From an optimization exercise on the open Yosys and OpenROAD flow, aimed at small area, a short achievable clock period and few clock cycles per item; shortcuts taken in it are not production practice.
Only simulation tests tie the RTL to the original design; equivalence was not proved.
No driver is modelled on the clock port, so clocking that relies on it looks cheaper here than on a real chip.

===== flow/run.sh =====
#!/bin/bash
# synth_recipe.tcl (not shown) runs the flow's synth.tcl, then flattens the netlist and writes it again
# the make line also repeats each setting of config.mk as NAME=value (left out here)
make -C /OpenROAD-flow-scripts/flow DESIGN_CONFIG=/design/flow/config.mk WORK_HOME=/design/flow/orfs CLKGATE_MAP_FILE= SYNTH_SCRIPT=/design/flow/synth_recipe.tcl finish

===== flow/config.mk =====
export PLATFORM = sky130hd
export DESIGN_NAME = ntt_processer
export DESIGN_NICKNAME = ntt_processer
export VERILOG_FILES = /design/flow/design.v
export SDC_FILE = /design/flow/constraint.sdc
export NUM_CORES = 8
export LEC_CHECK = 0
export CAP_MARGIN = 30
export CORE_MARGIN = 2
export CORE_UTILIZATION = 40
export PLACE_DENSITY = 0.6
export SLEW_MARGIN = 30

===== flow/constraint.sdc =====
create_clock -name core_clock -period 13.0 [get_ports {clk}]
set_input_delay 2.6000 -clock core_clock [delete_from_list [all_inputs] [get_ports {clk}]]
set_output_delay 2.6000 -clock core_clock [all_outputs]
set_load 0.01 [all_outputs]

===== flow/design.v =====
module ntt_processer (
    input clk,
    input rst,
    input start,
    input [1:0] mode,  
    input is_add_or_sub,
    input [9:0] ram_r_start_offset_A,
    input [9:0] ram_r_start_offset_B,
    input [9:0] ram_w_start_offset,
    input [95:0] ram_rdata,
    output last_cycle,
    output ram_wen,
    output [9:0] ram_raddr,
    output [9:0] ram_waddr,
    output [95:0] ram_wdata,
    output NTT_finish
);
localparam IDLE = 2'd0, RUN = 2'd1, DONE = 2'd2;
reg [1:0] st;
reg [7:0] cnt;
reg       wen_r, fin_r;
reg [1:0] md;
reg       sub_r;
wire [4:0] offA = ram_r_start_offset_A[9:5];
wire [4:0] offB = ram_r_start_offset_B[9:5];
wire [4:0] offW = ram_w_start_offset[9:5];
reg m_ntt, m_intt, m_nt, m_mult, m_as, m_post01, m_post23;
function [4:0] ins;
    input [4:0] p;
    input [2:0] k;
    begin
        case (k)
        3'd1:    ins = {p[4:2], p[0], p[1]};
        3'd2:    ins = {p[4:3], p[0], p[2:1]};
        3'd3:    ins = {p[4], p[0], p[3:1]};
        3'd4:    ins = {p[0], p[4:1]};
        default: ins = p;
        endcase
    end
endfunction
function [2:0] pairbit;
    input       intt;
    input [2:0] pass;
    begin
        if (pass > 3'd4) pairbit = 3'd0;
        else pairbit = intt ? pass : 3'd4 - pass;
    end
endfunction
reg        wen_n, fin_n;
reg  [4:0] wad_n;
always @(posedge clk or posedge rst) begin
    if (rst) begin
        st    <= IDLE;
        cnt   <= 8'd0;
        wen_r <= 1'b0;
        fin_r <= 1'b0;
    end else begin
        case (st)
        IDLE: if (start) begin
            st  <= RUN;
            cnt <= 8'd1;
        end
        RUN: begin
            cnt   <= cnt + 8'd1;
            wen_r <= wen_n;
            if (fin_n) begin
                fin_r <= 1'b1;
                st    <= DONE;
            end
        end
        default: wen_r <= 1'b0;
        endcase
    end
end
always @(posedge clk) begin
    if (st == IDLE) begin
        md      <= mode;
        sub_r   <= is_add_or_sub;
        m_ntt   <= (mode == 2'd0);
        m_intt  <= (mode == 2'd1);
        m_nt    <= ~mode[1];
        m_mult  <= (mode == 2'd2);
        m_as    <= (mode == 2'd3);
        m_post01 <= (mode == 2'd0) | (mode == 2'd3);
        m_post23 <= (mode != 2'd1);
    end
end
wire [7:0] wpos  = cnt - 8'd8;
wire [7:0] mpos  = cnt - 8'd15;
wire [7:0] apos  = cnt - 8'd9;
always @(*) begin
    case (md)
    2'd2: begin
        wen_n = (cnt >= 8'd15) && (cnt <= 8'd139) && (cnt[1:0] == 2'd3);
        fin_n = (cnt == 8'd139);
        wad_n = mpos[6:2];
    end
    2'd3: begin
        wen_n = (cnt >= 8'd9) && (cnt <= 8'd71) && cnt[0];
        fin_n = (cnt == 8'd71);
        wad_n = apos[5:1];
    end
    default: begin
        wen_n = (cnt >= 8'd8) && (cnt <= 8'd231);
        fin_n = (cnt == 8'd231);
        wad_n = ins(wpos[4:0], pairbit(md[0], wpos[7:5]));
    end
    endcase
end
reg [9:0] waddr_r;
always @(posedge clk) waddr_r <= {offW, wad_n};
assign ram_wen    = wen_r;
assign NTT_finish = fin_r;
assign last_cycle = fin_r;
assign ram_waddr  = waddr_r;
wire [2:0] pass = cnt[7:5];
wire [4:0] pos  = cnt[4:0];
wire [4:0] xa   = ins(pos, pairbit(md[0], pass));
wire [7:0] tpos = cnt - 8'd6;
reg [9:0] raddr_r;
reg       ysel_r, f_r;           
reg [5:0] row_r;
reg       sel0_r, sel1_r;
reg [4:0] rb_n, ro_n;
reg [5:0] row_n;
reg       sel0_n, sel1_n;
always @(*) begin
    case (md)
    2'd2: begin
        ro_n = cnt[6:2];
        rb_n = (cnt[1:0] == 2'd0) ? offA : offB;
    end
    2'd3: begin
        ro_n = cnt[5:1];
        rb_n = cnt[0] ? offB : offA;
    end
    default: begin
        ro_n = xa;
        rb_n = (pass == 3'd0) ? offA : offW;
    end
    endcase
    sel0_n = 1'b1;
    sel1_n = 1'b0;
    row_n  = 6'd0;
    if (m_mult) begin
        row_n  = {1'b1, tpos[6:2]};
        sel1_n = tpos[1];
    end else if (m_intt) begin
        case (pass)
        3'd0: row_n = {1'b1, ~xa};
        3'd1: row_n = {2'b01, ~xa[4:1]};
        3'd2: row_n = {3'b001, ~xa[4:2]};
        3'd3: row_n = {4'b0001, ~xa[4:3]};
        3'd4: row_n = {5'b00001, ~xa[4]};
        3'd5: row_n = 6'd1;
        default: begin row_n = 6'd0; sel1_n = 1'b1; end
        endcase
    end else begin
        case (pass)
        3'd0: begin row_n = 6'd0; sel1_n = 1'b1; end
        3'd1: begin row_n = 6'd1; sel0_n = xa[4]; sel1_n = xa[4]; end
        3'd2: begin row_n = {5'd1, xa[4]}; sel0_n = xa[3]; sel1_n = xa[3]; end
        3'd3: begin row_n = {4'd1, xa[4:3]}; sel0_n = xa[2]; sel1_n = xa[2]; end
        3'd4: begin row_n = {3'd1, xa[4:2]}; sel0_n = xa[1]; sel1_n = xa[1]; end
        3'd5: begin row_n = {2'd1, xa[4:1]}; sel0_n = xa[0]; sel1_n = xa[0]; end
        default: begin row_n = {1'b1, xa}; sel0_n = 1'b0; sel1_n = 1'b1; end
        endcase
    end
end
always @(posedge clk) begin
    if (st == IDLE) begin
        raddr_r <= {offA, 5'd0};
        ysel_r  <= 1'b0;
        f_r     <= 1'b0;
        row_r   <= (mode == 2'd1) ? 6'd63 : 6'd0;
        sel0_r  <= 1'b1;
        sel1_r  <= (mode != 2'd1);
    end else begin
        raddr_r <= {rb_n, ro_n};
        ysel_r  <= (pass <= 3'd4) & pos[0];
        f_r     <= pass[0];
        row_r   <= row_n;
        sel0_r  <= sel0_n;
        sel1_r  <= sel1_n;
    end
end
assign ram_raddr = raddr_r;
wire [23:0] rom_q;
twiddle_rom ROM (.row(row_r), .dout(rom_q));
wire [11:0] tw0 = sel0_r ? rom_q[23:12] : rom_q[11:0];
wire [11:0] tw1 = sel1_r ? rom_q[23:12] : rom_q[11:0];
wire [95:0] rd = ram_rdata;
reg  [95:0] RA;
reg  [71:0] RB;
wire ld_a  = m_mult ? (cnt[1:0] == 2'd1) : cnt[0];
wire bsel  = m_mult ? (cnt[1:0] == 2'd2) : !cnt[0];
always @(posedge clk) begin
    if (ld_a) RA <= rd;
    else if (m_mult) RA <= {24'd0, RA[95:24]};
    else RA <= {48'd0, RA[95:48]};
    if (m_mult) RB <= bsel ? rd[95:24] : {24'd0, RB[71:24]};
    else RB <= {24'd0, rd[95:48]};
end
reg [47:0] a_r, b_r;
reg [11:0] tw_r0, tw_r1;
reg        ysel0, f0;
always @(posedge clk) begin
    if (m_nt) begin
        a_r[11:0]  <= rd[11:0];
        b_r[11:0]  <= f_r ? rd[59:48] : rd[35:24];
        a_r[23:12] <= rd[23:12];
        b_r[23:12] <= f_r ? rd[71:60] : rd[47:36];
        a_r[35:24] <= f_r ? rd[35:24] : rd[59:48];
        b_r[35:24] <= rd[83:72];
        a_r[47:36] <= f_r ? rd[47:36] : rd[71:60];
        b_r[47:36] <= rd[95:84];
    end else begin
        a_r <= RA[47:0];
        b_r <= bsel ? rd[47:0] : RB[47:0];
    end
    tw_r0 <= m_as ? 12'd1 : tw0;
    tw_r1 <= m_as ? 12'd1 : tw1;
    ysel0 <= ysel_r;
    f0    <= f_r;
end
wire [47:0] sum_w, dif_w, uh_w;
reg  [47:0] x1, y1, u1, u2, u3, u4;
reg  [71:0] pl, ph;
reg  [59:0] s3;
reg  [47:0] r4;
wire [11:0] tw0h, tw1h;
modhalf H0 (.x(tw_r0), .h(tw0h));
modhalf H1 (.x(tw_r1), .h(tw1h));
genvar k;
generate
for (k = 0; k < 4; k = k + 1) begin : U
    wire [11:0] ak = a_r[12*k +: 12];
    wire [11:0] bk = b_r[12*k +: 12];
    wire [11:0] twk = (k < 2) ? (m_intt ? tw0h : tw_r0) : (m_intt ? tw1h : tw_r1);
    wire        post = (k < 2) ? m_post01 : m_post23;
    wire [11:0] blk_a = post ? u4[12*k +: 12] : (m_mult && k == 1) ? a_r[11:0]  : bk;
    wire [11:0] blk_b = post ? r4[12*k +: 12] : (m_mult && k == 0) ? b_r[23:12] : ak;
    wire [11:0] bsum, bdif;
    modblk B (.a(blk_a), .b(blk_b), .sum(bsum), .dif(bdif));
    assign sum_w[12*k +: 12] = bsum;
    assign dif_w[12*k +: 12] = bdif;
    wire [11:0] uh;
    modhalf HU_ (.x(u4[12*k +: 12]), .h(uh));
    assign uh_w[12*k +: 12] = uh;
    wire [11:0] x1n, y1n, u1n;
    if (k == 0) begin
        assign x1n = m_mult ? ak : m_intt ? bdif : bk;
        assign y1n = m_mult ? bk : twk;
        assign u1n = m_intt ? bsum : ak;
    end else if (k == 1) begin
        assign x1n = m_mult ? ak : m_intt ? bdif : bk;
        assign y1n = m_mult ? bk : twk;
        assign u1n = m_intt ? bsum : ak;
    end else if (k == 2) begin
        assign x1n = m_mult ? sum_w[23:12] : m_intt ? bdif : bk;
        assign y1n = m_mult ? sum_w[11:0] : twk;
        assign u1n = m_intt ? bsum : ak;
    end else begin
        assign x1n = m_mult ? r4[23:12] : m_intt ? bdif : bk;
        assign y1n = m_mult ? tw1 : twk;
        assign u1n = m_mult ? r4[11:0] : m_intt ? bsum : ak;
    end
    always @(posedge clk) begin
        x1[12*k +: 12] <= x1n;
        y1[12*k +: 12] <= y1n;
        u1[12*k +: 12] <= u1n;
    end
    always @(posedge clk) begin
        pl[18*k +: 18] <= x1[12*k +: 12] * y1[12*k +: 6];
        ph[18*k +: 18] <= x1[12*k +: 12] * y1[12*k+6 +: 6];
        u2[12*k +: 12] <= u1[12*k +: 12];
    end
    wire [14:0] sa;
    reduce_a RA_ (.pl(pl[18*k +: 18]), .ph(ph[18*k +: 18]), .s(sa));
    always @(posedge clk) begin
        s3[15*k +: 15] <= sa;
        u3[12*k +: 12] <= u2[12*k +: 12];
    end
    wire [11:0] rb;
    reduce_b RB_ (.s(s3[15*k +: 15]), .r(rb));
    always @(posedge clk) begin
        r4[12*k +: 12] <= rb;
        u4[12*k +: 12] <= u3[12*k +: 12];
    end
end
endgenerate
wire [47:0] Uo = m_intt ? uh_w : sum_w;
wire [47:0] To = m_intt ? r4 : dif_w;
reg  [47:0] RU, RT;
always @(posedge clk) begin
    RU <= Uo;
    RT <= To;
end
reg ysel1, ysel2, ysel3, ysel4, ysel5, f1, f2, f3, f4, f5;
always @(posedge clk) begin
    ysel1 <= ysel0; ysel2 <= ysel1; ysel3 <= ysel2; ysel4 <= ysel3; ysel5 <= ysel4;
    f1 <= f0; f2 <= f1; f3 <= f2; f4 <= f3; f5 <= f4;
end
wire [11:0] c1;
modsub3 KS (.r3(r4[35:24]), .r1(r4[11:0]), .r2(r4[23:12]), .c(c1));
reg  [11:0] c1r;
always @(posedge clk) c1r <= c1;
wire [11:0] c0 = cnt[0] ? RT[47:36] : RU[47:36];
reg [47:0] HU, HT;
reg        hf;
reg [95:0] WD;
function [95:0] place;
    input        f;
    input [47:0] F0;
    input [47:0] F1;
    begin
        if (f) place = {F1, F0};
        else   place = {F1[47:24], F0[47:24], F1[23:0], F0[23:0]};
    end
endfunction
always @(posedge clk) begin
    hf <= ysel5 ? hf : f5;
    if (m_mult) begin
        HU <= {HU[35:0], c1r};
        HT <= RT;
        WD <= {HU[47:36], c0, WD[95:24]};
    end else if (m_as) begin
        HU <= RU;
        HT <= RT;
        WD <= {(sub_r ? RT : RU), WD[95:48]};
    end else if (ysel5) begin
        HU <= HT;
        HT <= RT;
        WD <= place(hf, HU, RU);
    end else begin
        HU <= RU;
        HT <= RT;
        WD <= place(hf, HU, HT);
    end
end
assign ram_wdata = WD;
endmodule
module modblk (
    input  [11:0] a,
    input  [11:0] b,
    output [11:0] sum,
    output [11:0] dif
);
localparam [12:0] KS = 13'd767;
wire [12:0] a13 = {1'b0, a};
wire [12:0] b13 = {1'b0, b};
wire [12:0] s1  = a13 + b13;
wire [12:0] ks_s = a13 ^ b13 ^ KS;
wire [12:0] ks_c = (a13 & b13) | (a13 & KS) | (b13 & KS);
wire [12:0] s2  = ks_s + {ks_c[11:0], 1'b0};
assign sum = s2[12] ? s2[11:0] : s1[11:0];
localparam [12:0] KD = 13'd3330;
wire [12:0] nb  = ~b13;
wire [12:0] d1  = a13 + nb + 13'd1;
wire [12:0] kd_s = a13 ^ nb ^ KD;
wire [12:0] kd_c = (a13 & nb) | (a13 & KD) | (nb & KD);
wire [12:0] d2  = kd_s + {kd_c[11:0], 1'b0};
assign dif = d1[12] ? d2[11:0] : d1[11:0];
endmodule
module modhalf (
    input  [11:0] x,
    output [11:0] h
);
assign h = {1'b0, x[11:1]} + (x[0] ? 12'd1665 : 12'd0);
endmodule
module modsub3 (
    input  [11:0] r3,
    input  [11:0] r1,
    input  [11:0] r2,
    output [11:0] c
);
wire [13:0] z  = {2'b0, r3} - {2'b0, r1} - {2'b0, r2};
wire [13:0] z1 = z + 14'd3329;
wire [13:0] z2 = z + 14'd6658;
assign c = !z[13] ? z[11:0] : (!z1[13] ? z1[11:0] : z2[11:0]);
endmodule
module reduce_a (input [17:0] pl, input [17:0] ph, output [14:0] s);
wire [11:0] t6;
wire [63:0] t6_c0 = 64'hb4b5a5ad2d696b4a;
assign t6[0] = t6_c0[pl[17:12]];
wire [63:0] t6_c1 = 64'h926c93649b24d926;
assign t6[1] = t6_c1[pl[17:12]];
wire [63:0] t6_c2 = 64'h71e38f1c78e3c71e;
assign t6[2] = t6_c2[pl[17:12]];
wire [63:0] t6_c3 = 64'h0fe07f03f81fc0fe;
assign t6[3] = t6_c3[pl[17:12]];
wire [63:0] t6_c4 = 64'hffe000fff8003ffe;
assign t6[4] = t6_c4[pl[17:12]];
wire [63:0] t6_c5 = 64'hffe0000007fffffe;
assign t6[5] = t6_c5[pl[17:12]];
wire [63:0] t6_c6 = 64'h001ffffffffffffe;
assign t6[6] = t6_c6[pl[17:12]];
wire [63:0] t6_c7 = 64'hfffffffffffffffe;
assign t6[7] = t6_c7[pl[17:12]];
wire [63:0] t6_c8 = 64'h4b4a5a52d29694b4;
assign t6[8] = t6_c8[pl[17:12]];
wire [63:0] t6_c9 = 64'hd926c93649b24d92;
assign t6[9] = t6_c9[pl[17:12]];
wire [63:0] t6_c10 = 64'h8c5462a31518a8c4;
assign t6[10] = t6_c10[pl[17:12]];
wire [63:0] t6_c11 = 64'h11988cc466233118;
assign t6[11] = t6_c11[pl[17:12]];
wire [11:0] t12;
wire [15:0] t12_c0 = 16'h6b4a;
assign t12[0] = t12_c0[ph[9:6]];
wire [15:0] t12_c1 = 16'hd926;
assign t12[1] = t12_c1[ph[9:6]];
wire [15:0] t12_c2 = 16'hc71e;
assign t12[2] = t12_c2[ph[9:6]];
wire [15:0] t12_c3 = 16'hc0fe;
assign t12[3] = t12_c3[ph[9:6]];
wire [15:0] t12_c4 = 16'h3ffe;
assign t12[4] = t12_c4[ph[9:6]];
wire [15:0] t12_c5 = 16'hfffe;
assign t12[5] = t12_c5[ph[9:6]];
wire [15:0] t12_c6 = 16'hfffe;
assign t12[6] = t12_c6[ph[9:6]];
wire [15:0] t12_c7 = 16'hfffe;
assign t12[7] = t12_c7[ph[9:6]];
wire [15:0] t12_c8 = 16'h94b4;
assign t12[8] = t12_c8[ph[9:6]];
wire [15:0] t12_c9 = 16'h4d92;
assign t12[9] = t12_c9[ph[9:6]];
wire [15:0] t12_c10 = 16'ha8c4;
assign t12[10] = t12_c10[ph[9:6]];
wire [15:0] t12_c11 = 16'h3118;
assign t12[11] = t12_c11[ph[9:6]];
wire [11:0] t16;
wire [15:0] t16_c0 = 16'he38e;
assign t16[0] = t16_c0[ph[13:10]];
wire [15:0] t16_c1 = 16'h03f0;
assign t16[1] = t16_c1[ph[13:10]];
wire [15:0] t16_c2 = 16'h56aa;
assign t16[2] = t16_c2[ph[13:10]];
wire [15:0] t16_c3 = 16'hce66;
assign t16[3] = t16_c3[ph[13:10]];
wire [15:0] t16_c4 = 16'h94b4;
assign t16[4] = t16_c4[ph[13:10]];
wire [15:0] t16_c5 = 16'h4d92;
assign t16[5] = t16_c5[ph[13:10]];
wire [15:0] t16_c6 = 16'hc38e;
assign t16[6] = t16_c6[ph[13:10]];
wire [15:0] t16_c7 = 16'hc07e;
assign t16[7] = t16_c7[ph[13:10]];
wire [15:0] t16_c8 = 16'hdc70;
assign t16[8] = t16_c8[ph[13:10]];
wire [15:0] t16_c9 = 16'hdf80;
assign t16[9] = t16_c9[ph[13:10]];
wire [15:0] t16_c10 = 16'h6924;
assign t16[10] = t16_c10[ph[13:10]];
wire [15:0] t16_c11 = 16'h2492;
assign t16[11] = t16_c11[ph[13:10]];
wire [11:0] t20;
wire [15:0] t20_c0 = 16'h5554;
assign t20[0] = t20_c0[ph[17:14]];
wire [15:0] t20_c1 = 16'h6666;
assign t20[1] = t20_c1[ph[17:14]];
wire [15:0] t20_c2 = 16'hd2d2;
assign t20[2] = t20_c2[ph[17:14]];
wire [15:0] t20_c3 = 16'h9b64;
assign t20[3] = t20_c3[ph[17:14]];
wire [15:0] t20_c4 = 16'h1c78;
assign t20[4] = t20_c4[ph[17:14]];
wire [15:0] t20_c5 = 16'h1f80;
assign t20[5] = t20_c5[ph[17:14]];
wire [15:0] t20_c6 = 16'h4aaa;
assign t20[6] = t20_c6[ph[17:14]];
wire [15:0] t20_c7 = 16'hc666;
assign t20[7] = t20_c7[ph[17:14]];
wire [15:0] t20_c8 = 16'hc1e0;
assign t20[8] = t20_c8[ph[17:14]];
wire [15:0] t20_c9 = 16'h3fe0;
assign t20[9] = t20_c9[ph[17:14]];
wire [15:0] t20_c10 = 16'h001e;
assign t20[10] = t20_c10[ph[17:14]];
wire [15:0] t20_c11 = 16'hfffe;
assign t20[11] = t20_c11[ph[17:14]];
assign s = {3'd0, pl[11:0]} + {3'd0, ph[5:0], 6'd0} + {3'd0, t6} + {3'd0, t12} + {3'd0, t16} + {3'd0, t20};
endmodule
module reduce_b (input [14:0] s, output [11:0] r);
wire [12:0] t3;
wire [7:0] t3_c0 = 8'h4a;
assign t3[0] = t3_c0[s[14:12]];
wire [7:0] t3_c1 = 8'h26;
assign t3[1] = t3_c1[s[14:12]];
wire [7:0] t3_c2 = 8'h1e;
assign t3[2] = t3_c2[s[14:12]];
wire [7:0] t3_c3 = 8'hfe;
assign t3[3] = t3_c3[s[14:12]];
wire [7:0] t3_c4 = 8'hfe;
assign t3[4] = t3_c4[s[14:12]];
wire [7:0] t3_c5 = 8'hfe;
assign t3[5] = t3_c5[s[14:12]];
wire [7:0] t3_c6 = 8'hfe;
assign t3[6] = t3_c6[s[14:12]];
wire [7:0] t3_c7 = 8'hfe;
assign t3[7] = t3_c7[s[14:12]];
wire [7:0] t3_c8 = 8'hb4;
assign t3[8] = t3_c8[s[14:12]];
wire [7:0] t3_c9 = 8'h92;
assign t3[9] = t3_c9[s[14:12]];
wire [7:0] t3_c10 = 8'hc4;
assign t3[10] = t3_c10[s[14:12]];
wire [7:0] t3_c11 = 8'h18;
assign t3[11] = t3_c11[s[14:12]];
wire [7:0] t3_c12 = 8'h00;
assign t3[12] = t3_c12[s[14:12]];
wire [13:0] t3q;
wire [7:0] t3q_c0 = 8'hb5;
assign t3q[0] = t3q_c0[s[14:12]];
wire [7:0] t3q_c1 = 8'h93;
assign t3q[1] = t3q_c1[s[14:12]];
wire [7:0] t3q_c2 = 8'h8f;
assign t3q[2] = t3q_c2[s[14:12]];
wire [7:0] t3q_c3 = 8'h7f;
assign t3q[3] = t3q_c3[s[14:12]];
wire [7:0] t3q_c4 = 8'hff;
assign t3q[4] = t3q_c4[s[14:12]];
wire [7:0] t3q_c5 = 8'hff;
assign t3q[5] = t3q_c5[s[14:12]];
wire [7:0] t3q_c6 = 8'hff;
assign t3q[6] = t3q_c6[s[14:12]];
wire [7:0] t3q_c7 = 8'hff;
assign t3q[7] = t3q_c7[s[14:12]];
wire [7:0] t3q_c8 = 8'h4a;
assign t3q[8] = t3q_c8[s[14:12]];
wire [7:0] t3q_c9 = 8'hd9;
assign t3q[9] = t3q_c9[s[14:12]];
wire [7:0] t3q_c10 = 8'h72;
assign t3q[10] = t3q_c10[s[14:12]];
wire [7:0] t3q_c11 = 8'h9c;
assign t3q[11] = t3q_c11[s[14:12]];
wire [7:0] t3q_c12 = 8'hff;
assign t3q[12] = t3q_c12[s[14:12]];
wire [7:0] t3q_c13 = 8'hff;
assign t3q[13] = t3q_c13[s[14:12]];
wire [13:0] t3qq;
wire [7:0] t3qq_c0 = 8'h4a;
assign t3qq[0] = t3qq_c0[s[14:12]];
wire [7:0] t3qq_c1 = 8'hd9;
assign t3qq[1] = t3qq_c1[s[14:12]];
wire [7:0] t3qq_c2 = 8'hc7;
assign t3qq[2] = t3qq_c2[s[14:12]];
wire [7:0] t3qq_c3 = 8'h3f;
assign t3qq[3] = t3qq_c3[s[14:12]];
wire [7:0] t3qq_c4 = 8'hff;
assign t3qq[4] = t3qq_c4[s[14:12]];
wire [7:0] t3qq_c5 = 8'hff;
assign t3qq[5] = t3qq_c5[s[14:12]];
wire [7:0] t3qq_c6 = 8'hff;
assign t3qq[6] = t3qq_c6[s[14:12]];
wire [7:0] t3qq_c7 = 8'hff;
assign t3qq[7] = t3qq_c7[s[14:12]];
wire [7:0] t3qq_c8 = 8'hb5;
assign t3qq[8] = t3qq_c8[s[14:12]];
wire [7:0] t3qq_c9 = 8'h6c;
assign t3qq[9] = t3qq_c9[s[14:12]];
wire [7:0] t3qq_c10 = 8'ha9;
assign t3qq[10] = t3qq_c10[s[14:12]];
wire [7:0] t3qq_c11 = 8'hce;
assign t3qq[11] = t3qq_c11[s[14:12]];
wire [7:0] t3qq_c12 = 8'h10;
assign t3qq[12] = t3qq_c12[s[14:12]];
wire [7:0] t3qq_c13 = 8'hff;
assign t3qq[13] = t3qq_c13[s[14:12]];
wire [12:0] c0 = {1'b0, s[11:0]} + t3;
wire [13:0] c1 = {2'b0, s[11:0]} + t3q;
wire [13:0] c2 = {2'b0, s[11:0]} + t3qq;
assign r = !c2[13] ? c2[11:0] : (!c1[13] ? c1[11:0] : c0[11:0]);
endmodule
module twiddle_rom (input [5:0] row, output [23:0] dout);
wire [23:0] t;
wire [63:0] t_c0 = 64'h8e767fb7b36f62a9;
assign t[0] = t_c0[row];
wire [63:0] t_c1 = 64'h7edc1582df10b654;
assign t[1] = t_c1[row];
wire [63:0] t_c2 = 64'hcd36efc61f0ea412;
assign t[2] = t_c2[row];
wire [63:0] t_c3 = 64'h5008d000ed944388;
assign t[3] = t_c3[row];
wire [63:0] t_c4 = 64'hff674c691c62f286;
assign t[4] = t_c4[row];
wire [63:0] t_c5 = 64'hd5df1f4c4acf87d8;
assign t[5] = t_c5[row];
wire [63:0] t_c6 = 64'had2642eeb8284c6c;
assign t[6] = t_c6[row];
wire [63:0] t_c7 = 64'h1ba27bf8ec3e9c60;
assign t[7] = t_c7[row];
wire [63:0] t_c8 = 64'ha286bc906fe1d708;
assign t[8] = t_c8[row];
wire [63:0] t_c9 = 64'hb92357c61250a4ce;
assign t[9] = t_c9[row];
wire [63:0] t_c10 = 64'h34130d34ac869218;
assign t[10] = t_c10[row];
wire [63:0] t_c11 = 64'h49e822a8516a4c46;
assign t[11] = t_c11[row];
wire [63:0] t_c12 = 64'h607ccb2711d9c933;
assign t[12] = t_c12[row];
wire [63:0] t_c13 = 64'hce910994c9897194;
assign t[13] = t_c13[row];
wire [63:0] t_c14 = 64'h7d3e3a58c60adb74;
assign t[14] = t_c14[row];
wire [63:0] t_c15 = 64'h90190eebb1b35572;
assign t[15] = t_c15[row];
wire [63:0] t_c16 = 64'h58772f0615b2ccfe;
assign t[16] = t_c16[row];
wire [63:0] t_c17 = 64'hdcfd4ff05cf0dc54;
assign t[17] = t_c17[row];
wire [63:0] t_c18 = 64'hcd2d2bff0aa3229f;
assign t[18] = t_c18[row];
wire [63:0] t_c19 = 64'h102786a5a31203c3;
assign t[19] = t_c19[row];
wire [63:0] t_c20 = 64'h481474808f95eb38;
assign t[20] = t_c20[row];
wire [63:0] t_c21 = 64'h48e88f97b4b2e0bd;
assign t[21] = t_c21[row];
wire [63:0] t_c22 = 64'h330a030841920ad3;
assign t[22] = t_c22[row];
wire [63:0] t_c23 = 64'hc48778d35c0c7142;
assign t[23] = t_c23[row];
assign dout = t;
endmodule

==> qor.yml, run 1 <==
final_core_util_pct: 44.4
cts-root-buf: "clkbuf_16"
die_h_um: 481
timing.rr.start: "m_mult"
drv_slew: 0
worstMarginPinSlew_ns: 1.25
synth.net_count: 12100
worstSetupStartpoint: "m_mult"
relSlewSlack_pct: 16.2
period_share_pct: 47.6
status: "complete, no violations"
syn_to_final_growth_pct: 10.5
drtPass1Iterations: 7
dp_hpwl_um: 229000
grt_max_degree: 278
yosysTopAreaCell: "dfxtp_1"
fmax_mhz: 162
critPathMaxFanout: 160
synth_edf_count: 10
routed.top_layer: "met5"
die-area_um2: 232000
synth_top_area_share_pct: 25.7
regArea_um2: 24000
clkTransAtPathRegs_ns: 0.06
htreeDepth: 4
antenna_found_initial: 36
fin_setup_tns_ns: 0
cpPeakStageDelay_ns: 0.90
track_usage_pct: 24.5
wl_met1_um: 132000
crit_family: "compound AO/OA/AOI/OAI gates"
num_vias: 74600
ys_ff_latch: 1192
critPathSlowestCell: "mux2i_1"
wl_met3_um: 19700
drc: 0
first_global_vias: 71700
drive_gt1_share_pct: 4.80
r2r-end: "x1[6]"
gp_congestion: 0.966
fin_skew_ns: 0.0534
netlist_area_um2: 91100
crit_end: "x1[6]"
final_net_count: 12000
multi_input_area_um2: 61200
cap_violations: 0
reg2regPathDepth: 16
setup_violations: 0
ys_seq_area_share_pct: 26.4
critPathRequiredTime_ns: 13.57
finalHoldViolations: 0
critPathBufInv: 3
cts_buffers: 138
synth_warnings: 1
start_kind: "register"
die_w_um: 481
reg2reg_slack_ns: 6.81
synthFlopType: "dfxtp_1"
cp.depth: 16
async_flop_share_pct: 1.01
core_area_um2: 227000
period_needed_ns: 6.19
ant_nets: 0
io_pins: 251
drt_iter0_markers: 6809
syn_area_per_cell_um2: 8.59
wl_um: 291000
start_util_pct: 40.2
cp.arrival_ns: 6.76
grt_pass1_wl_um: 437000
rows: 175
hold_depth: 0
fillCellCount: 22000
wl_met2_um: 129000
worstHoldPathType: "reg -> reg"
cts_tree: "done"
synth.area.top_cells: "dfxtp_1 (26%), ha_1 (12%), fa_1 (12%), mux2i_1 (6.4%), nand2_1 (4.8%)"
vias_per_cell: 5.48
critPathKind: "reg -> reg"
overflow: 0
ctsResizeCount: 0
holdBufCountCts: 0
cp-end-kind: "register"
clock_path_buffers: 3
clk_latency_ns: 0.80
syn_inst: 10600
wl_per_cell_um: 21.3
crit_chain: "buf_4, buf_12, mux2i_1, o21a_1, ha_1, inv_1, fa_1, o211ai_1, o221ai_1, o31ai_1, a21o_1, a21o_1, mux2i_1, nor2_1, a21oi_1, o21ai_0"
port_buffers: 235
rsz0062_at_grt: "no"
cts_num_sinks: 1192
postCtsSetupBuffers: 0
ys_types: 104
sequential cells by signal, indices dropped and copies added, names as in the netlist, 60 cells and up:
signal  count
RA         96
RB         72
WD         96
ph         72
pl         72
s3         60
metrics by stage:
stage | cell area [um2] | hold slack, ns | setup slack (ns) | std cells
after global placement | 95700 | 0.310 | 7.03 | 13300
after global routing | 101000 | 0.315 | 6.46 | 13600
after floorplan | 91100 | 0.310 | 8.22 | 10600
after CTS | 101000 | 0.311 | 6.92 | 13600
after detailed placement | 95800 | 0.312 | 6.96 | 13400
final | 101000 | 0.318 | 6.81 | 13600
per-layer routing:
layer  vias to the layer above  GRT usage (%)
li1                      35600              -
met1                     36300           34.4
met2                      2341           38.0
met3                       356           4.03
met4                        16           8.43
met5                         -              0
worst reg2reg max path, delay by kind of cell (launching register included):
kind	cells	cell delay [ns]
compound gates	8	2.23
fa+ha+maj	2	0.62
buf+inv	3	1.44
flops	1	0.36
mux	2	1.24
simple gates	1	0.08
kinds of logic after synthesis:
family,Yosys count,synth area share [%]
fa+ha+maj,1407,23.7
simple gates,2770,13.8
buf+inv,1600,6.61
mux,683,7.84
xor+xnor,514,4.96
flops,1192,26.4
compound gates,2445,16.7
how the worst min path moves through the flow:
stage / start / to / slack, ns
finish: u2[35] / u3[35] / 0.32
global route: u2[31] / u3[31] / 0.32
CTS: u2[35] / u3[35] / 0.31
detailed placement: u1[10] / u2[10] / 0.31
global placement: u2[23] / u3[23] / 0.31
floorplan: f0 / f1 / 0.31
cells in the final DEF (no fill, tap or decap), types with 117 or more instances in the layout:
| cell | Yosys | routed |
|---|---|---|
| and2_1 | 250 | 250 |
| nor2_1 | 650 | 647 |
| nor2b_1 | 118 | 118 |
| clkbuf_16 | 0 | 139 |
| dfxtp_1 | 1170 | 1164 |
| xor2_1 | 138 | 138 |
| nand2_1 | 1167 | 1167 |
| fa_1 | 538 | 538 |
| a21o_1 | 117 | 117 |
| ha_1 | 868 | 867 |
| mux2i_1 | 583 | 583 |
| inv_1 | 1023 | 1021 |
| xnor2_1 | 373 | 371 |
| a21oi_1 | 743 | 742 |
| a211oi_1 | 162 | 158 |
| nor3_1 | 133 | 133 |
| clkdlybuf4s50_1 | 0 | 235 |
| o21ai_0 | 692 | 689 |
Yosys cell counts (20+ instances only):
cell type / count
clkbuf_1: 493
nor3_1: 133
a31oi_1: 93
or2_2: 46
dfxtp_1: 1170
a21oi_1: 743
mux2i_1: 583
o21a_1: 60
nand2b_1: 76
o21ai_0: 692
a22o_1: 30
a22oi_1: 22
fa_1: 538
and2_1: 250
nor2b_1: 118
inv_1: 1023
xnor2_1: 373
buf_1: 63
a21o_1: 117
o31ai_1: 42
a21boi_0: 35
nand3_1: 104
o221ai_1: 20
xor2_1: 138
nand3b_1: 22
o211ai_1: 82
nor2_1: 650
or3_1: 53
and3_1: 95
mux2_2: 84
ha_1: 868
o21bai_1: 68
a221oi_1: 22
a211oi_1: 162
nand2_1: 1167
final cells by class:
class                      instances  share of cell area (%)
clock buffer                     188                    3.85
multi-input combinational       7819                    60.8
antenna                           22                  0.0546
inverter                        1033                    3.85
tap                             3009                    3.74
sequential                      1192                    23.9
clock inverter                    66                   0.992
timing repair buffer             298                    2.90
Testbench counts, summed over its fixed seeds: cycles 31,352, ops 192.
==> run 2: changes to the inputs <==
--- a/flow/design.v
+++ b/flow/design.v
@@ -26,3 +26,3 @@
 wire [4:0] offW = ram_w_start_offset[9:5];
-reg m_ntt, m_intt, m_nt, m_mult, m_as, m_post01, m_post23;
+reg m_intt, m_nt, m_mult, m_as, m_post01, m_post23;
 function [4:0] ins;
@@ -76,9 +76,8 @@
     if (st == IDLE) begin
-        md      <= mode;
-        sub_r   <= is_add_or_sub;
-        m_ntt   <= (mode == 2'd0);
-        m_intt  <= (mode == 2'd1);
-        m_nt    <= ~mode[1];
-        m_mult  <= (mode == 2'd2);
-        m_as    <= (mode == 2'd3);
+        md       <= mode;
+        sub_r    <= is_add_or_sub;
+        m_intt   <= (mode == 2'd1);
+        m_nt     <= ~mode[1];
+        m_mult   <= (mode == 2'd2);
+        m_as     <= (mode == 2'd3);
         m_post01 <= (mode == 2'd0) | (mode == 2'd3);
@@ -87,5 +86,14 @@
 end
-wire [7:0] wpos  = cnt - 8'd8;
-wire [7:0] mpos  = cnt - 8'd15;
-wire [7:0] apos  = cnt - 8'd9;
+reg [7:0] wc;
+always @(posedge clk) begin
+    if (st == IDLE)
+        case (mode)
+        2'd0:    wc <= 8'd248;    
+        2'd1:    wc <= 8'd249;    
+        2'd2:    wc <= 8'd240;    
+        default: wc <= 8'd247;    
+        endcase
+    else
+        wc <= wc + 8'd1;
+end
 always @(*) begin
@@ -93,15 +101,15 @@
     2'd2: begin
-        wen_n = (cnt >= 8'd15) && (cnt <= 8'd139) && (cnt[1:0] == 2'd3);
-        fin_n = (cnt == 8'd139);
-        wad_n = mpos[6:2];
+        wen_n = (wc <= 8'd124) && (wc[1:0] == 2'd0);
+        fin_n = (wc == 8'd124);
+        wad_n = wc[6:2];
     end
     2'd3: begin
-        wen_n = (cnt >= 8'd9) && (cnt <= 8'd71) && cnt[0];
-        fin_n = (cnt == 8'd71);
-        wad_n = apos[5:1];
+        wen_n = (wc <= 8'd62) && !wc[0];
+        fin_n = (wc == 8'd62);
+        wad_n = wc[5:1];
     end
     default: begin
-        wen_n = (cnt >= 8'd8) && (cnt <= 8'd231);
-        fin_n = (cnt == 8'd231);
-        wad_n = ins(wpos[4:0], pairbit(md[0], wpos[7:5]));
+        wen_n = (wc <= 8'd223);
+        fin_n = (wc == 8'd223);
+        wad_n = ins(wc[4:0], pairbit(md[0], wc[7:5]));
     end
@@ -118,3 +126,3 @@
 wire [4:0] xa   = ins(pos, pairbit(md[0], pass));
-wire [7:0] tpos = cnt - 8'd6;
+wire [7:0] tpos = cnt - 8'd7;
 reg [9:0] raddr_r;
@@ -144,6 +152,6 @@
     row_n  = 6'd0;
-    if (m_mult) begin
+    if (md == 2'd2) begin
         row_n  = {1'b1, tpos[6:2]};
         sel1_n = tpos[1];
-    end else if (m_intt) begin
+    end else if (md == 2'd1) begin
         case (pass)
@@ -203,2 +211,7 @@
 end
+wire [47:0] pu = f_r ? {rd[47:36], rd[35:24], rd[23:12], rd[11:0]}
+                     : {rd[71:60], rd[59:48], rd[23:12], rd[11:0]};
+wire [47:0] pv = f_r ? {rd[95:84], rd[83:72], rd[71:60], rd[59:48]}
+                     : {rd[95:84], rd[83:72], rd[47:36], rd[35:24]};
+wire [47:0] bsrc = bsel ? rd[47:0] : RB[47:0];
 reg [47:0] a_r, b_r;
@@ -208,13 +221,7 @@
     if (m_nt) begin
-        a_r[11:0]  <= rd[11:0];
-        b_r[11:0]  <= f_r ? rd[59:48] : rd[35:24];
-        a_r[23:12] <= rd[23:12];
-        b_r[23:12] <= f_r ? rd[71:60] : rd[47:36];
-        a_r[35:24] <= f_r ? rd[35:24] : rd[59:48];
-        b_r[35:24] <= rd[83:72];
-        a_r[47:36] <= f_r ? rd[47:36] : rd[71:60];
-        b_r[47:36] <= rd[95:84];
+        a_r <= pu;
+        b_r <= pv;
     end else begin
         a_r <= RA[47:0];
-        b_r <= bsel ? rd[47:0] : RB[47:0];
+        b_r <= bsrc;
     end
@@ -225,7 +232,2 @@
 end
-wire [47:0] sum_w, dif_w, uh_w;
-reg  [47:0] x1, y1, u1, u2, u3, u4;
-reg  [71:0] pl, ph;
-reg  [59:0] s3;
-reg  [47:0] r4;
 wire [11:0] tw0h, tw1h;
@@ -233,2 +235,8 @@
 modhalf H1 (.x(tw_r1), .h(tw1h));
+wire [47:0] sum_w, dif_w, redb_w, uh_w;
+reg  [47:0] BA, BB;
+reg  [47:0] x1, y1, u1, u2, u3, u3b;
+reg  [71:0] pl, ph;
+reg  [59:0] sa3, ca3, s3b;
+reg  [23:0] r01;
 genvar k;
@@ -236,32 +244,27 @@
 for (k = 0; k < 4; k = k + 1) begin : U
-    wire [11:0] ak = a_r[12*k +: 12];
-    wire [11:0] bk = b_r[12*k +: 12];
+    wire [11:0] ak  = a_r[12*k +: 12];
+    wire [11:0] bk  = b_r[12*k +: 12];
     wire [11:0] twk = (k < 2) ? (m_intt ? tw0h : tw_r0) : (m_intt ? tw1h : tw_r1);
     wire        post = (k < 2) ? m_post01 : m_post23;
-    wire [11:0] blk_a = post ? u4[12*k +: 12] : (m_mult && k == 1) ? a_r[11:0]  : bk;
-    wire [11:0] blk_b = post ? r4[12*k +: 12] : (m_mult && k == 0) ? b_r[23:12] : ak;
     wire [11:0] bsum, bdif;
-    modblk B (.a(blk_a), .b(blk_b), .sum(bsum), .dif(bdif));
+    modblk B (.a(BA[12*k +: 12]), .b(BB[12*k +: 12]), .sum(bsum), .dif(bdif));
     assign sum_w[12*k +: 12] = bsum;
     assign dif_w[12*k +: 12] = bdif;
-    wire [11:0] uh;
-    modhalf HU_ (.x(u4[12*k +: 12]), .h(uh));
-    assign uh_w[12*k +: 12] = uh;
     wire [11:0] x1n, y1n, u1n;
     if (k == 0) begin
-        assign x1n = m_mult ? ak : m_intt ? bdif : bk;
-        assign y1n = m_mult ? bk : twk;
+        assign x1n = m_mult ? BA[23:12] : m_intt ? bdif : bk;    
+        assign y1n = m_mult ? BA[11:0]  : twk;                   
         assign u1n = m_intt ? bsum : ak;
     end else if (k == 1) begin
-        assign x1n = m_mult ? ak : m_intt ? bdif : bk;
-        assign y1n = m_mult ? bk : twk;
+        assign x1n = m_mult ? BB[23:12] : m_intt ? bdif : bk;    
+        assign y1n = m_mult ? BB[11:0]  : twk;                   
         assign u1n = m_intt ? bsum : ak;
     end else if (k == 2) begin
-        assign x1n = m_mult ? sum_w[23:12] : m_intt ? bdif : bk;
-        assign y1n = m_mult ? sum_w[11:0] : twk;
+        assign x1n = m_mult ? sum_w[23:12] : m_intt ? bdif : bk;  
+        assign y1n = m_mult ? sum_w[11:0]  : twk;                 
         assign u1n = m_intt ? bsum : ak;
     end else begin
-        assign x1n = m_mult ? r4[23:12] : m_intt ? bdif : bk;
-        assign y1n = m_mult ? tw1 : twk;
-        assign u1n = m_mult ? r4[11:0] : m_intt ? bsum : ak;
+        assign x1n = m_mult ? r01[23:12] : m_intt ? bdif : bk;    
+        assign y1n = m_mult ? tw1 : twk;                          
+        assign u1n = m_mult ? r01[11:0] : m_intt ? bsum : ak;     
     end
@@ -277,24 +280,49 @@
     end
-    wire [14:0] sa;
-    reduce_a RA_ (.pl(pl[18*k +: 18]), .ph(ph[18*k +: 18]), .s(sa));
+    wire [14:0] sa, ca;
+    reduce_a RA_ (.pl(pl[18*k +: 18]), .ph(ph[18*k +: 18]), .sa(sa), .ca(ca));
     always @(posedge clk) begin
-        s3[15*k +: 15] <= sa;
-        u3[12*k +: 12] <= u2[12*k +: 12];
+        sa3[15*k +: 15] <= sa;
+        ca3[15*k +: 15] <= ca;
+        u3[12*k +: 12]  <= u2[12*k +: 12];
     end
-    wire [11:0] rb;
-    reduce_b RB_ (.s(s3[15*k +: 15]), .r(rb));
     always @(posedge clk) begin
-        r4[12*k +: 12] <= rb;
-        u4[12*k +: 12] <= u3[12*k +: 12];
+        s3b[15*k +: 15] <= sa3[15*k +: 15] + ca3[15*k +: 15];
+        u3b[12*k +: 12] <= u3[12*k +: 12];
     end
+    wire [11:0] rb;
+    reduce_b RB_ (.s(s3b[15*k +: 15]), .r(rb));
+    assign redb_w[12*k +: 12] = rb;
+    wire [11:0] uh;
+    modhalf HU_ (.x(u3b[12*k +: 12]), .h(uh));
+    assign uh_w[12*k +: 12] = uh;
 end
 endgenerate
-wire [47:0] Uo = m_intt ? uh_w : sum_w;
-wire [47:0] To = m_intt ? r4 : dif_w;
-reg  [47:0] RU, RT;
 always @(posedge clk) begin
-    RU <= Uo;
-    RT <= To;
+    if (m_post01) begin
+        BA[23:0] <= u3b[23:0];
+        BB[23:0] <= redb_w[23:0];
+    end else if (m_mult) begin
+        BA[11:0]  <= bsrc[11:0];
+        BB[11:0]  <= bsrc[23:12];
+        BA[23:12] <= RA[11:0];
+        BB[23:12] <= RA[23:12];
+    end else begin
+        BA[23:0] <= pv[23:0];
+        BB[23:0] <= pu[23:0];
+    end
+    if (m_post23) begin
+        BA[47:24] <= u3b[47:24];
+        BB[47:24] <= redb_w[47:24];
+    end else begin
+        BA[47:24] <= pv[47:24];
+        BB[47:24] <= pu[47:24];
+    end
+    r01 <= redb_w[23:0];
+end
+reg [47:0] RU, RT;
+always @(posedge clk) begin
+    RU <= m_intt ? uh_w : sum_w;
+    RT <= m_intt ? redb_w : dif_w;
 end
-reg ysel1, ysel2, ysel3, ysel4, ysel5, f1, f2, f3, f4, f5;
+reg ysel1, ysel2, ysel3, ysel4, ysel5, yselR, f1, f2, f3, f4, f5, fR;
 always @(posedge clk) begin
@@ -302,7 +330,10 @@
     f1 <= f0; f2 <= f1; f3 <= f2; f4 <= f3; f5 <= f4;
+    yselR <= m_intt ? ysel4 : ysel5;
+    fR    <= m_intt ? f4 : f5;
 end
-wire [11:0] c1;
-modsub3 KS (.r3(r4[35:24]), .r1(r4[11:0]), .r2(r4[23:12]), .c(c1));
-reg  [11:0] c1r;
-always @(posedge clk) c1r <= c1;
+reg  [13:0] c1raw;
+always @(posedge clk) c1raw <= {2'b0, BB[35:24]} - {2'b0, r01[11:0]} - {2'b0, r01[23:12]};
+wire [13:0] c1a = c1raw + 14'd3329;
+wire [13:0] c1b = c1raw + 14'd6658;
+wire [11:0] c1  = !c1raw[13] ? c1raw[11:0] : (!c1a[13] ? c1a[11:0] : c1b[11:0]);
 wire [11:0] c0 = cnt[0] ? RT[47:36] : RU[47:36];
@@ -321,7 +352,7 @@
 always @(posedge clk) begin
-    hf <= ysel5 ? hf : f5;
+    hf <= yselR ? hf : fR;
     if (m_mult) begin
-        HU <= {HU[35:0], c1r};
-        HT <= RT;
-        WD <= {HU[47:36], c0, WD[95:24]};
+        HU <= {HU[35:0], c1};
+        HT <= {HT[35:0], HU[47:36]};
+        WD <= {HT[11:0], c0, WD[95:24]};
     end else if (m_as) begin
@@ -330,3 +361,3 @@
         WD <= {(sub_r ? RT : RU), WD[95:48]};
-    end else if (ysel5) begin
+    end else if (yselR) begin
         HU <= HT;
@@ -381,3 +412,3 @@
 endmodule
-module reduce_a (input [17:0] pl, input [17:0] ph, output [14:0] s);
+module reduce_a (input [17:0] pl, input [17:0] ph, output [14:0] sa, output [14:0] ca);
 wire [11:0] t6;
@@ -482,3 +513,16 @@
 assign t20[11] = t20_c11[ph[17:14]];
-assign s = {3'd0, pl[11:0]} + {3'd0, ph[5:0], 6'd0} + {3'd0, t6} + {3'd0, t12} + {3'd0, t16} + {3'd0, t20};
+wire [14:0] o0 = {3'd0, pl[11:0]};
+wire [14:0] o1 = {3'd0, ph[5:0], 6'd0};
+wire [14:0] o2 = {3'd0, t6};
+wire [14:0] o3 = {3'd0, t12};
+wire [14:0] o4 = {3'd0, t16};
+wire [14:0] o5 = {3'd0, t20};
+wire [14:0] s1 = o0 ^ o1 ^ o2;
+wire [14:0] c1 = {(o0[13:0] & o1[13:0]) | (o0[13:0] & o2[13:0]) | (o1[13:0] & o2[13:0]), 1'b0};
+wire [14:0] s2 = o3 ^ o4 ^ o5;
+wire [14:0] c2 = {(o3[13:0] & o4[13:0]) | (o3[13:0] & o5[13:0]) | (o4[13:0] & o5[13:0]), 1'b0};
+wire [14:0] s3 = s1 ^ c1 ^ s2;
+wire [14:0] c3 = {(s1[13:0] & c1[13:0]) | (s1[13:0] & s2[13:0]) | (c1[13:0] & s2[13:0]), 1'b0};
+assign sa = s3 ^ c3 ^ c2;
+assign ca = {(s3[13:0] & c3[13:0]) | (s3[13:0] & c2[13:0]) | (c3[13:0] & c2[13:0]), 1'b0};
 endmodule
==> flow/flow/run.sh (new file) <==
#!/bin/bash
# Layout flow: the standard ORFS flow (standard.sh), with one extra step
# after clock tree synthesis (flow/post_cts.tcl, run through ORFS's
# POST_CTS_TCL hook) that repairs setup timing against a tighter target than
# the clock period, so that the achieved period shrinks.  Constraints and
# clock period are unchanged.  Each tool's output is logged in this folder.
set -euo pipefail
export POST_CTS_TCL="$PWD/flow/post_cts.tcl"
bash standard.sh > standard.log 2>&1
==> flow/flow/post_cts.tcl (new file) <==
# Sourced by ORFS cts.tcl (POST_CTS_TCL) after its own timing repair.
# Repair setup timing as if the required slack were 9 ns of the 13 ns period
# (a ~4 ns target): sizes up gates, buffers and swaps pins; the design's
# logic and registers are unchanged.
puts "post_cts: extra setup repair"
report_worst_slack -max
report_design_area
repair_timing -setup -setup_margin 9 -repair_tns 100 -skip_gate_cloning
set result [catch { detailed_placement } msg]
if { $result != 0 } {
  error "post_cts: detailed placement failed: $msg"
}
check_placement -verbose
estimate_parasitics -placement
report_worst_slack -max
report_design_area
==> flow/standard.sh (new file) <==
#!/bin/bash
# synth_recipe.tcl (not shown) runs the flow's synth.tcl, then flattens the netlist and writes it again
# the make line also repeats each setting of config.mk as NAME=value (left out here)
make -C /OpenROAD-flow-scripts/flow DESIGN_CONFIG=/design/flow/config.mk WORK_HOME=/design/flow/orfs CLKGATE_MAP_FILE= SYNTH_SCRIPT=/design/flow/synth_recipe.tcl "${@:-finish}"
removed: flow/run.sh
==> run 2 against run 1 <==
Compared with the run above:
- synthesized cell count rose by 4.5%
- hold slack got worse by 0.0040 ns
- sequential share of layout area up 1.8 points
- global-route usage rose by 0.56 points
- design area up 8.3%
- non-clock buffer count increased by 60
- utilization is 0.57 points higher
- worst setup slack better by 2.0 ns
- synthesized area up 6.7%
- maximum frequency rose by 48%
- critical endpoint is now RU[31]
- largest cell class unchanged
==> qor.yml, run 2 <==
critPathRequiredTime_ns: 13.65  # was 13.57 ns
gp_congestion: 0.911  # was 0.966
ant_nets: 0  # unchanged
cap_violations: 0  # unchanged
die_w_um: 497  # was 481 um
critPathMaxFanout: 15  # was 160
cts_tree: "done"  # unchanged
track_usage_pct: 25.1  # was 24.5%
synth_top_area_share_pct: 27.9  # was 25.7%
netlist_area_um2: 97300  # was 91100 um2
synth.area.top_cells: "dfxtp_1 (28%), fa_1 (11%), ha_1 (11%), mux2i_1 (5.8%), inv_1 (4.5%)"  # was dfxtp_1 (26%), ha_1 (12%), fa_1 (12%), mux2i_1 (6.4%), nand2_1 (4.8%)
final_common_cell: "dfxtp_1"  # was nand2_1
ys_seq_area_share_pct: 28.5  # was 26.4%
hold_depth: 0  # unchanged
syn_to_final_growth_pct: 12.2  # was 10.5%
drv_slew: 0  # unchanged
synthFlopType: "dfxtp_1"  # unchanged
clkTransAtPathRegs_ns: 0.06  # about the same
cp.arrival_ns: 4.82  # was 6.76 ns
reg2reg_slack_ns: 8.82  # was 6.81 ns
critPathKind: "reg -> reg"  # unchanged
dp_hpwl_um: 251000  # was 229000 um
clk_latency_ns: 0.83  # was 0.80 ns
grt_pass1_wl_um: 478000  # was 437000 um
largestRegisters: "RA: 96 flops, WD: 96 flops"  # unchanged
vias_per_cell: 5.46  # was 5.48
die_h_um: 497  # was 481 um
cp-end-kind: "register"  # unchanged
io_pins: 251  # unchanged
cts_num_sinks: 1376  # was 1192
status: "complete, no violations"  # unchanged
core_area_um2: 243000  # was 227000 um2
drt_iter0_markers: 7078  # was 6809
syn_area_per_cell_um2: 8.77  # was 8.59 um2
num_vias: 78500  # was 74600
start_kind: "register"  # unchanged
hold_start: "u1[11]"  # was u2[35]
fin_setup_tns_ns: 0  # unchanged
async_flop_share_pct: 0.872  # was 1.01%
overflow: 0  # unchanged
synth_edf_count: 10  # unchanged
fmax_mhz: 240  # was 162 MHz
rsz0062_at_grt: "no"  # unchanged
yosysTopAreaCell: "dfxtp_1"  # unchanged
ys_ff_latch: 1376  # was 1192
die-area_um2: 247000  # was 232000 um2
hold_end: "u2[11]"  # was u3[35]
reg2regPathDepth: 14  # was 16
most-common-layout-cells: "dfxtp_1 (1195), inv_1 (1169), nand2_1 (855), ha_1 (814), o21ai_0 (744)"  # was nand2_1 (1167), dfxtp_1 (1164), inv_1 (1021), ha_1 (867), a21oi_1 (742)
worstMarginPinSlew_ns: 0.995  # was 1.25 ns
start_util_pct: 40.1  # was 40.2%
antenna_found_initial: 90  # was 36
relSlewSlack_pct: 33.7  # was 16.2%
rows: 181  # was 175
drtPass1Iterations: 6  # was 7
worstHoldPathType: "reg -> reg"  # unchanged
setup_violations: 0  # unchanged
period_needed_ns: 4.18  # was 6.19 ns
netlist_top_cells_count: "dfxtp_1 (1354), inv_1 (1173), nand2_1 (855)"  # was dfxtp_1 (1170), nand2_1 (1167), inv_1 (1023)
hold_ws_ns: 0.314  # was 0.318 ns
fin_skew_ns: 0.0429  # was 0.0534 ns
timing.rr.start: "BB[26]"  # was m_mult
port_buffers: 235  # unchanged
synth.net_count: 12600  # was 12100
final_net_count: 12600  # was 12000
period_share_pct: 32.1  # was 47.6%
r2r-end: "RU[31]"  # was x1[6]
synth_warnings: 1  # unchanged
synth.most_common_cell: "dfxtp_1"  # unchanged
drc: 0  # unchanged
syn_inst: 11100  # was 10600
ys_types: 94  # was 104
drive_gt1_share_pct: 9.15  # was 4.80%
grt_max_degree: 176  # was 278
first_global_vias: 75900  # was 71700
wl_per_cell_um: 22.2  # was 21.3 um
wl_um: 319000  # was 291000 um
finalHoldViolations: 0  # unchanged
[run 2: metal layers]
metal  wire, um  vias to the layer above  global-route usage, %
met3      23900                      478                   5.23
met5        532                        -                      0
met2     139000                     2414                   38.3
li1           -                    37400                      -
met1     145000                    38200                   34.9
met4      11000                       76                   8.89
[run 2: logic make-up after synthesis]
group,Yosys count,synth area share [%]
buffers and inverters,1757,6.82
XOR/XNOR,476,4.29
AO/OA/AOI/OAI,2517,15.9
multiplexers,768,8.49
flip-flops,1376,28.5
adder cells (fa/ha/maj),1389,22.2
AND/OR/NAND/NOR,2808,13.9
[run 2: worst max path at each step]
stage	endpoint	cells past startpoint	start	slack (ns)
final	RU[31]	14	BB[26]	8.82
after detailed placement	RU[18]	13	BA[14]	8.24
after floorplan	ph[35]	16	y1[18]	8.87
after global routing	pl[34]	13	y1[13]	8.61
after global placement	RU[33]	13	BB[29]	8.06
[run 2: stage by stage]
| stage | cell area (um2) | util, % | std cells | setup WS [ns] |
|---|---|---|---|---|
| after global placement | 102000 | 42.1 | 14000 | 8.06 |
| after detailed placement | 102000 | 42.1 | 14000 | 8.24 |
| after global routing | 109000 | 45.0 | 14400 | 8.61 |
| final | 109000 | 45.0 | 14400 | 8.82 |
| after floorplan | 97300 | - | 11100 | 8.87 |
[run 2: final cells by class]
| class | instances | area, um2 |
|---|---|---|
| Antenna cell | 34 | 85.1 |
| Clock buffer | 212 | 4490 |
| Clock inverter | 73 | 1030 |
| Fill cell | 23400 | 133000 |
| Inverter | 1181 | 4440 |
| Multi-Input combinational cell | 7958 | 63800 |
| Sequential cell | 1376 | 28000 |
| Tap cell | 3202 | 4010 |
| Timing Repair Buffer | 358 | 3270 |
[run 2: critical path: stages, from the launching register on]
cell	delay, ns
dfxtp_1	0.46
inv_1	0.11
ha_2	0.46
inv_1	0.16
ha_1	0.32
a211oi_1	0.35
o21a_1	0.24
nor3_1	0.09
a2111oi_2	0.29
buf_4	0.18
a21oi_1	0.07
xor2_1	0.12
buf_4	0.27
mux2i_1	0.18
mux2i_2	0.69
Testbench counts of run 2, summed over its fixed seeds: cycles 31,576, ops 192.
==> run 3: changes to the inputs <==
==> flow/run.sh (new file) <==
#!/bin/bash
# synth_recipe.tcl (not shown) runs the flow's synth.tcl, then flattens the netlist and writes it again
# the make line also repeats each setting of config.mk as NAME=value (left out here)
make -C /OpenROAD-flow-scripts/flow DESIGN_CONFIG=/design/flow/config.mk WORK_HOME=/design/flow/orfs CLKGATE_MAP_FILE= SYNTH_SCRIPT=/design/flow/synth_recipe.tcl finish
removed: flow/flow/run.sh
removed: flow/flow/post_cts.tcl
removed: flow/standard.sh
==> run 3 against run 2 <==
Compared with the run above:
- clock-buffer cell count unchanged
- worst setup slack got worse by 0.70 ns
- sequential share of layout area increased by 0.054 points
- still clean on timing, DRC and antenna
- clock skew is 0.00091 ns higher
==> qor.yml, run 3 <==
fin_ws_ns: 8.12  # was 8.82 ns
io_pins: 251  # unchanged
grt_pass1_wl_um: 473000  # was 478000 um
ys_types: 94  # unchanged
syn_inst: 11100  # unchanged
worstHoldPathType: "reg -> reg"  # unchanged
most-common-layout-cells: "dfxtp_1 (1346), inv_1 (1171), nand2_1 (855), ha_1 (830), o21ai_0 (761)"  # was dfxtp_1 (1195), inv_1 (1169), nand2_1 (855), ha_1 (814), o21ai_0 (744)
clk_latency_ns: 0.83  # about the same
ctsResizeCount: 0
first_global_vias: 75200  # was 75900
worstMarginPinSlew_ns: 1.12  # was 0.995 ns
largestRegisters: "RA: 96 flops, WD: 96 flops"  # unchanged
htreeDepth: 4
core_area_um2: 243000  # unchanged
fin_skew_ns: 0.0438  # was 0.0429 ns
die_h_um: 497  # unchanged
synth.most_common_cell: "dfxtp_1"  # unchanged
period_needed_ns: 4.88  # was 4.18 ns
drtPass1Iterations: 8  # was 6
postCtsSetupBuffers: 0
die_w_um: 497  # unchanged
syn_to_final_growth_pct: 10.8  # was 12.2%
ant_nets: 0  # unchanged
critPathSlowestCell: "mux2i_1"  # was mux2i_2
drc: 0  # unchanged
fmax_mhz: 205  # was 240 MHz
synthFlopType: "dfxtp_1"  # unchanged
cts_num_sinks: 1376  # unchanged
synth_warnings: 1  # unchanged
start_util_pct: 40.1  # unchanged
critPathKind: "reg -> reg"  # unchanged
ys_seq_area_share_pct: 28.5  # unchanged
cts_buffers: 156
rows: 181  # unchanged
fin_setup_tns_ns: 0  # unchanged
antenna_found_initial: 96  # was 90
final_net_count: 12500  # was 12600
grt_max_degree: 176  # unchanged
drt_iter0_markers: 7115  # was 7078
crit_family: "compound AO/OA/AOI/OAI gates"  # unchanged
cp-end-kind: "register"  # unchanged
finalHoldViolations: 0  # unchanged
num_vias: 78200  # was 78500
status: "complete, no violations"  # unchanged
gp_congestion: 0.911  # unchanged
yosysTopAreaCell: "dfxtp_1"  # unchanged
clkTransAtPathRegs_ns: 0.06  # about the same
rsz0062_at_grt: "no"  # unchanged
track_usage_pct: 24.9  # was 25.1%
period_share_pct: 37.5  # was 32.1%
ys_ff_latch: 1376  # unchanged
cpPeakStageDelay_ns: 0.72  # was 0.69 ns
crit_chain: "inv_1, ha_1, inv_1, ha_1, o21ai_0, o21a_1, o311ai_0, o31ai_1, xnor2_1, buf_4, mux2i_1, nor2_1, a21oi_1"  # was inv_1, ha_2, inv_1, ha_1, a211oi_1, o21a_1, nor3_1, a2111oi_2, buf_4, a21oi_1, xor2_1, buf_4, mux2i_1, mux2i_2
setup_violations: 0  # unchanged
synth_top_area_share_pct: 27.9  # unchanged
clock_path_buffers: 3
overflow: 0  # unchanged
cts_tree: "done"  # unchanged
drive_gt1_share_pct: 5.83  # was 9.15%
netlist_area_um2: 97300  # unchanged
drv_slew: 0  # unchanged
netlist_top_cells_count: "dfxtp_1 (1354), inv_1 (1173), nand2_1 (855)"  # unchanged
syn_area_per_cell_um2: 8.77  # unchanged
synth.area.top_cells: "dfxtp_1 (28%), fa_1 (11%), ha_1 (11%), mux2i_1 (5.8%), inv_1 (4.5%)"  # unchanged
relSlewSlack_pct: 24.8  # was 33.7%
wl_um: 316000  # was 319000 um
critPathMaxFanout: 21  # was 15
port_buffers: 235  # unchanged
wl_per_cell_um: 22.0  # was 22.2 um
critPathRequiredTime_ns: 13.64  # was 13.65 ns
vias_per_cell: 5.45  # was 5.46
final_common_cell: "dfxtp_1"  # unchanged
cp.arrival_ns: 5.52  # was 4.82 ns
cap_violations: 0  # unchanged
synth_edf_count: 10  # unchanged
cts-root-buf: "clkbuf_16"
critPathBufInv: 3  # was 4
async_flop_share_pct: 0.872  # unchanged
start_kind: "register"  # unchanged
die-area_um2: 247000  # unchanged
holdBufCountCts: 0
pre_cts_ws_ns: 8.24  # unchanged
synth.net_count: 12600  # unchanged
dp_hpwl_um: 251000  # unchanged
-- run 3: cell types whose count changed in the layout (fill, tap and decap cells not counted), sizes merged --
| cell | before | now |
|---|---|---|
| clkdlybuf4s50 | 116 | 235 |
| dlymetal6s2s | 58 | 0 |
| clkinv | 43 | 44 |
| diode | 34 | 35 |
| buf | 133 | 77 |
| inv | 1183 | 1184 |
| clkbuf | 263 | 212 |
| clkinvlp | 13 | 11 |
-- run 3: worst reg2reg max path: stages (launching register included) --
cell and delay, ns:
dfxtp_1 0.42, inv_1 0.13, ha_1 0.49, inv_1 0.18, ha_1 0.39, o21ai_0 0.14, o21a_1 0.24, o311ai_0 0.71
o31ai_1 0.15, xnor2_1 0.16, buf_4 0.29, mux2i_1 0.73, nor2_1 0.11, a21oi_1 0.56
-- run 3: final cells by class --
class | instances | area, um2
Fill cell | 23500 | 135000
Multi-Input combinational cell | 7958 | 63000
Sequential cell | 1376 | 27700
Clock buffer | 212 | 4490
Inverter | 1181 | 4440
Tap cell | 3202 | 4010
Timing Repair Buffer | 312 | 2980
Clock inverter | 73 | 1030
Antenna cell | 35 | 87.6
-- run 3: per-layer routing --
layer	up-vias	global-route usage, %	routed length [um]
li1	37200	-	-
met1	37900	34.5	143000
met2	2482	37.8	137000
met3	468	5.38	24100
met4	76	9.08	11200
met5	-	0	517
-- run 3: final timing paths --
check,startpoint,slack (ns),depth (start not counted),end
hold / removal,u1[11],0.32,0,u2[11]
min in group asynchronous,rst,2.14,2,fin_r
setup / recovery,BA[4],8.12,13,RU[5]
max in group asynchronous,rst,10.52,2,cnt[0]
hold reg to reg,u1[11],0.32,0,u2[11]
setup reg to reg,BA[4],8.12,13,RU[5]
-- run 3: cells by family after synthesis --
kind of cell | synth area share [%]
muxes | 8.49
and+or+nand+nor | 13.9
adders and majority gates | 22.2
xor gates and xnor gates | 4.29
DFF | 28.5
buffers and inverters | 6.82
AOI/OAI and AO/OA | 15.9
-- run 3: metrics by stage --
step	cells	hold WS, ns	util (%)	cell area, um2
detailed placement	14000	0.312	42.1	102000
finish	14300	0.315	44.4	108000
global route	14300	0.315	44.4	108000
global placement	14000	0.310	42.1	102000
floorplan	11100	0.310	-	97300
CTS	14300	0.311	44.4	108000

-- afterwards: timing with drivers on the ports --
In the flow no input, the clock included, has a driving cell. The finished layouts below were timed again as built, in two steps. Step 1, drivers: a clkbuf_16 drives clk and a buf_2 each remaining input, both assumed. Step 2 also shifts input and output timing later by t, the mid clock arrival at the registers, as if the neighbouring blocks saw the same clock. a / b / c = ideal / step 1 / step 2; a / b = the first two.
run | t (ns) | setup WS [ns] | pins driven straight from the clock port
run 1 | 0.871 | 6.812 / 6.812 / 6.812 | 1
run 2 | 0.903 | 8.825 / 8.752 / 8.294 | 1
run 3 | 0.904 | 8.120 / 8.120 / 8.120 | 1
After both steps setup and hold are still met in every run listed. The setup slack of run 2, which loses most, moves by -0.073 ns with the drivers and by -0.531 ns with both steps.
